What follows belongs to an exercise in optimizing a design on an open flow for small area; a production flow would make more cautious choices.
Only simulation tests tie the RTL to the original design; equivalence was not proved.
Power and IR drop assume default switching activity.

Setup of the baseline:
// exec_core
module exec_core
(
    input  logic        clk,
    input  logic        rst_n,
    input  logic [3:0]  rs1,
    input  logic [3:0]  rs2,
    input  logic [3:0]  rd,
    input  logic [3:0]  alu_op,
    input  logic        use_imm,
    input  logic [31:0] imm,
    input  logic        reg_we,
    input  logic        flags_we,
    input  logic [1:0]  psr_addr,
    output logic [31:0] result,
    output logic [31:0] psr_rdata
);
Size in the first run: roughly 2200 cells after synthesis, about 550 flip-flops, about 0.025 mm² of cells after synthesis.
==> module lf_sh2, before the edit <==
module lf_sh2 (input logic n, xn, r, xr, output logic y);
    assign y = ~((n & xn) | (r & xr));
endmodule
==> module alu_shift, before the edit <==
module alu_shift
(
    input  logic [31:0] x,
    input  logic        fill,
    input  logic [4:0]  n,
    input  logic [4:0]  r,
    input  logic [4:0]  l_,
    output logic [33:0] yn         
);
    logic [33:0] col [0:5];
    assign col[0] = {1'b0, x, 1'b0};    
    genvar i, s;
    generate
        for (s = 0; s < 5; s++) begin : g_st
            localparam int D = 1 << s;
            localparam bit INV = (s % 2) == 1;    
            logic fs;
            assign fs = INV ? ~fill : fill;
            for (i = -1; i <= 32; i++) begin : g_col
                if (s == 0 && i == -1) begin : g_m1
                    lf_nand2 m (.a(r[0]), .b(x[0]), .y(col[1][0]));
                end else if (s == 0 && i == 32) begin : g_p32
                    lf_nand2 m (.a(l_[0]), .b(x[31]), .y(col[1][33]));
                end else if (i == -1) begin : g_m1s
                    lf_sh2 m (.n(n[s]), .xn(col[s][0]), .r(r[s]), .xr(col[s][D]),
                              .y(col[s+1][0]));
                end else if (i == 32) begin : g_p32s
                    lf_sh2 m (.n(n[s]), .xn(col[s][33]), .r(l_[s]), .xr(col[s][33 - D]),
                              .y(col[s+1][33]));
                end else begin : g_mid
                    logic xr_;
                    if (i + D <= 31) begin : g_r
                        assign xr_ = col[s][i + D + 1];
                    end else begin : g_rf
                        assign xr_ = fs;
                    end
                    if (i - D >= 0) begin : g_l
                        lf_sh m (.n(n[s]), .xn(col[s][i + 1]), .r(r[s]), .xr(xr_),
                                 .l(l_[s]), .xl(col[s][i - D + 1]), .y(col[s+1][i + 1]));
                    end else if (INV) begin : g_l1
                        lf_sh m (.n(n[s]), .xn(col[s][i + 1]), .r(r[s]), .xr(xr_),
                                 .l(l_[s]), .xl(l_[s]), .y(col[s+1][i + 1]));
                    end else begin : g_l0
                        lf_sh2 m (.n(n[s]), .xn(col[s][i + 1]), .r(r[s]), .xr(xr_),
                                  .y(col[s+1][i + 1]));
                    end
                end
            end
        end
    endgenerate
    assign yn = col[5];
endmodule
==> flow/config.mk <==
export PLATFORM = sky130hd
export DESIGN_NAME = exec_core
export DESIGN_NICKNAME = exec_core
export VERILOG_FILES = /design/flow/design.v
export SDC_FILE = /design/flow/constraint.sdc
export NUM_CORES = 4
export LEC_CHECK = 0
export CAP_MARGIN = 0
export CORE_MARGIN = 2
export CORE_UTILIZATION = 40
export CTS_BUF_LIST = sky130_fd_sc_hd__clkbuf_16
export CTS_CLUSTER_DIAMETER = 100
export CTS_CLUSTER_SIZE = 30
export PLACE_DENSITY = 0.6
export SLEW_MARGIN = 0
export SYNTH_HIERARCHICAL = 1
export SYNTH_MINIMUM_KEEP_SIZE = 0
==> flow/constraint.sdc <==
create_clock -name core_clock -period 7.0 [get_ports {clk}]
set_input_delay 1.4000 -clock core_clock [delete_from_list [all_inputs] [get_ports {clk}]]
set_output_delay 1.4000 -clock core_clock [all_outputs]
set_load 0.01 [all_outputs]
standard.sh (not shown) runs the stock make flow with config.mk's settings and CLKGATE_MAP_FILE= SYNTH_SCRIPT=/design/flow/synth_recipe.tcl, a recipe that flattens the netlist after the stock synthesis.
==> flow/flow/run.sh <==
#!/bin/bash
# Layout flow: the standard ORFS flow (standard.sh) with these changes:
#  - the input and output ports are buffered with sky130_fd_sc_hd__buf_1
#    instead of the default port buffer cell;
#  - the synthesised netlist is not resized before placement (its
#    synthesis buffers are removed instead, REMOVE_ABC_BUFFERS);
#  - after global routing, repair_timing -recover_power downsizes cells on
#    paths that have slack to spare, and setup timing is then repaired to a
#    0.1 ns margin (flow/grt_hook.tcl).
# standard.sh's full output goes to standard.log in the work folder; ORFS's
# per-step logs stay under orfs/logs/.
set -euo pipefail
export BUFFER_PORTS_ARGS="-buffer_cell sky130_fd_sc_hd__buf_1"
export RECOVER_POWER=100
export REMOVE_ABC_BUFFERS=1
export PRE_GLOBAL_ROUTE_TCL="$PWD/flow/grt_hook.tcl"
bash standard.sh > standard.log 2>&1
==> flow/flow/grt_hook.tcl <==
proc ::recover_power_helper { } {
  puts "Power recovery, then setup repair to a 0.1 ns margin"
  report_tns
  report_wns
  log_cmd repair_timing -verbose -recover_power 100
  report_tns
  report_wns
  log_cmd repair_timing -verbose -setup -setup_margin 0.1
  report_tns
  report_wns
}
The baseline: PASS, flow complete, no timing, DRC or antenna violations
Here is what was changed in the inputs of the candidate compared with the baseline.
==> flow/design.v, changed modules only <==
module alu_shift
(
    input  logic [31:0] x,
    input  logic        fill,
    input  logic [4:0]  n,
    input  logic [4:0]  r,
    input  logic [4:0]  l_,
    output logic [33:0] yn         
);
    logic [33:0] col [0:5];
    assign col[0] = {1'b0, x, 1'b0};    
    genvar i, s;
    generate
        for (s = 0; s < 5; s++) begin : g_st
            localparam int D = 1 << s;
            localparam bit INV = (s % 2) == 1;    
            logic fs;
            assign fs = INV ? ~fill : fill;
            for (i = -1; i <= 32; i++) begin : g_col
                if (s == 0 && i == -1) begin : g_m1
                    lf_nand2 m (.a(r[0]), .b(x[0]), .y(col[1][0]));
                end else if (s == 0 && i == 32) begin : g_p32
                    lf_nand2 m (.a(l_[0]), .b(x[31]), .y(col[1][33]));
                end else if (i == -1) begin : g_m1s
                    lf_sh m (.n(n[s]), .xn(col[s][0]), .r(r[s]), .xr(col[s][D]),
                             .l(l_[s]), .xl(n[s]), .y(col[s+1][0]));
                end else if (i == 32) begin : g_p32s
                    lf_sh m (.n(n[s]), .xn(col[s][33]), .r(l_[s]), .xr(col[s][33 - D]),
                             .l(r[s]), .xl(l_[s]), .y(col[s+1][33]));
                end else begin : g_mid
                    logic xr_, xl_, ll;
                    if (i + D <= 31) begin : g_r
                        assign xr_ = col[s][i + D + 1];
                    end else begin : g_rf
                        assign xr_ = fs;
                    end
                    if (i - D >= 0) begin : g_l
                        assign xl_ = col[s][i - D + 1];
                    end else if (INV) begin : g_l1
                        assign xl_ = l_[s];
                    end else begin : g_l0
                        assign xl_ = n[s];
                    end
                    lf_sh m (.n(n[s]), .xn(col[s][i + 1]), .r(r[s]), .xr(xr_),
                             .l(l_[s]), .xl(xl_), .y(col[s+1][i + 1]));
                end
            end
        end
    endgenerate
    assign yn = col[5];
endmodule
// module lf_sh2 removed
==> summary.txt <==
- The candidate vs. the baseline: combinational power now sits higher, routed metal-1 wirelength now sits higher.
- There was hardly any difference in xor/xnor cell area share of the yosys netlist between the candidate and the baseline.
- The candidate against the baseline: via count up 0.82%, share of the final layout cell area in sequential cells now larger, number of signal-net buffers in the layout decreased 22, final cell count moved down, clock-pin slew of the registers on the worst-case setup and hold paths fell by 0.02 ns.
- In the reports for the candidate and the baseline, the larger synthesis-to-layout area growth belongs to the baseline.
- Against the baseline, the candidate comes in 6.3 mm higher on total wire length.
- Between the baseline and the candidate, the flow reports net total in the final layout decreasing slightly.
- Worst hold slack: the candidate > the baseline
- The candidate ended up with rs2[1] as its launching instance or port of the critical path; the baseline ended up with use_imm.
- On first-pass iteration count of the detailed router, the lower figure sits with the baseline, not the candidate.

what the ideal ports hide:
How much do the figures lean on ideal ports? The routed layouts below were timed once more, with nothing changed but the port constraints. Step 1 assumes that a clkbuf_16 drives the clock port and a buf_2 every other input. Step 2 times the ports against the registers' clock, not the clock port: input delays grow and output delays shrink by t, the midpoint of the rising clock arrivals with the driver on. Slacks: ideal ports / drivers / drivers and shift; pairs: ideal ports / drivers.
run | t (ns) | slack for setup (ns) | worst register clock-pin slew, ns
the baseline | 0.657 | 0.236 / 0.270 / -0.387 | 0.12 / 0.12
the candidate | 0.669 | 0.320 / 0.360 / -0.310 | 0.12 / 0.12
With both steps, setup timing fails in the baseline and the candidate, where it was met with ideal ports. The setup slack of the candidate, which loses most, moves by +0.040 ns with the drivers and by -0.630 ns with both steps.
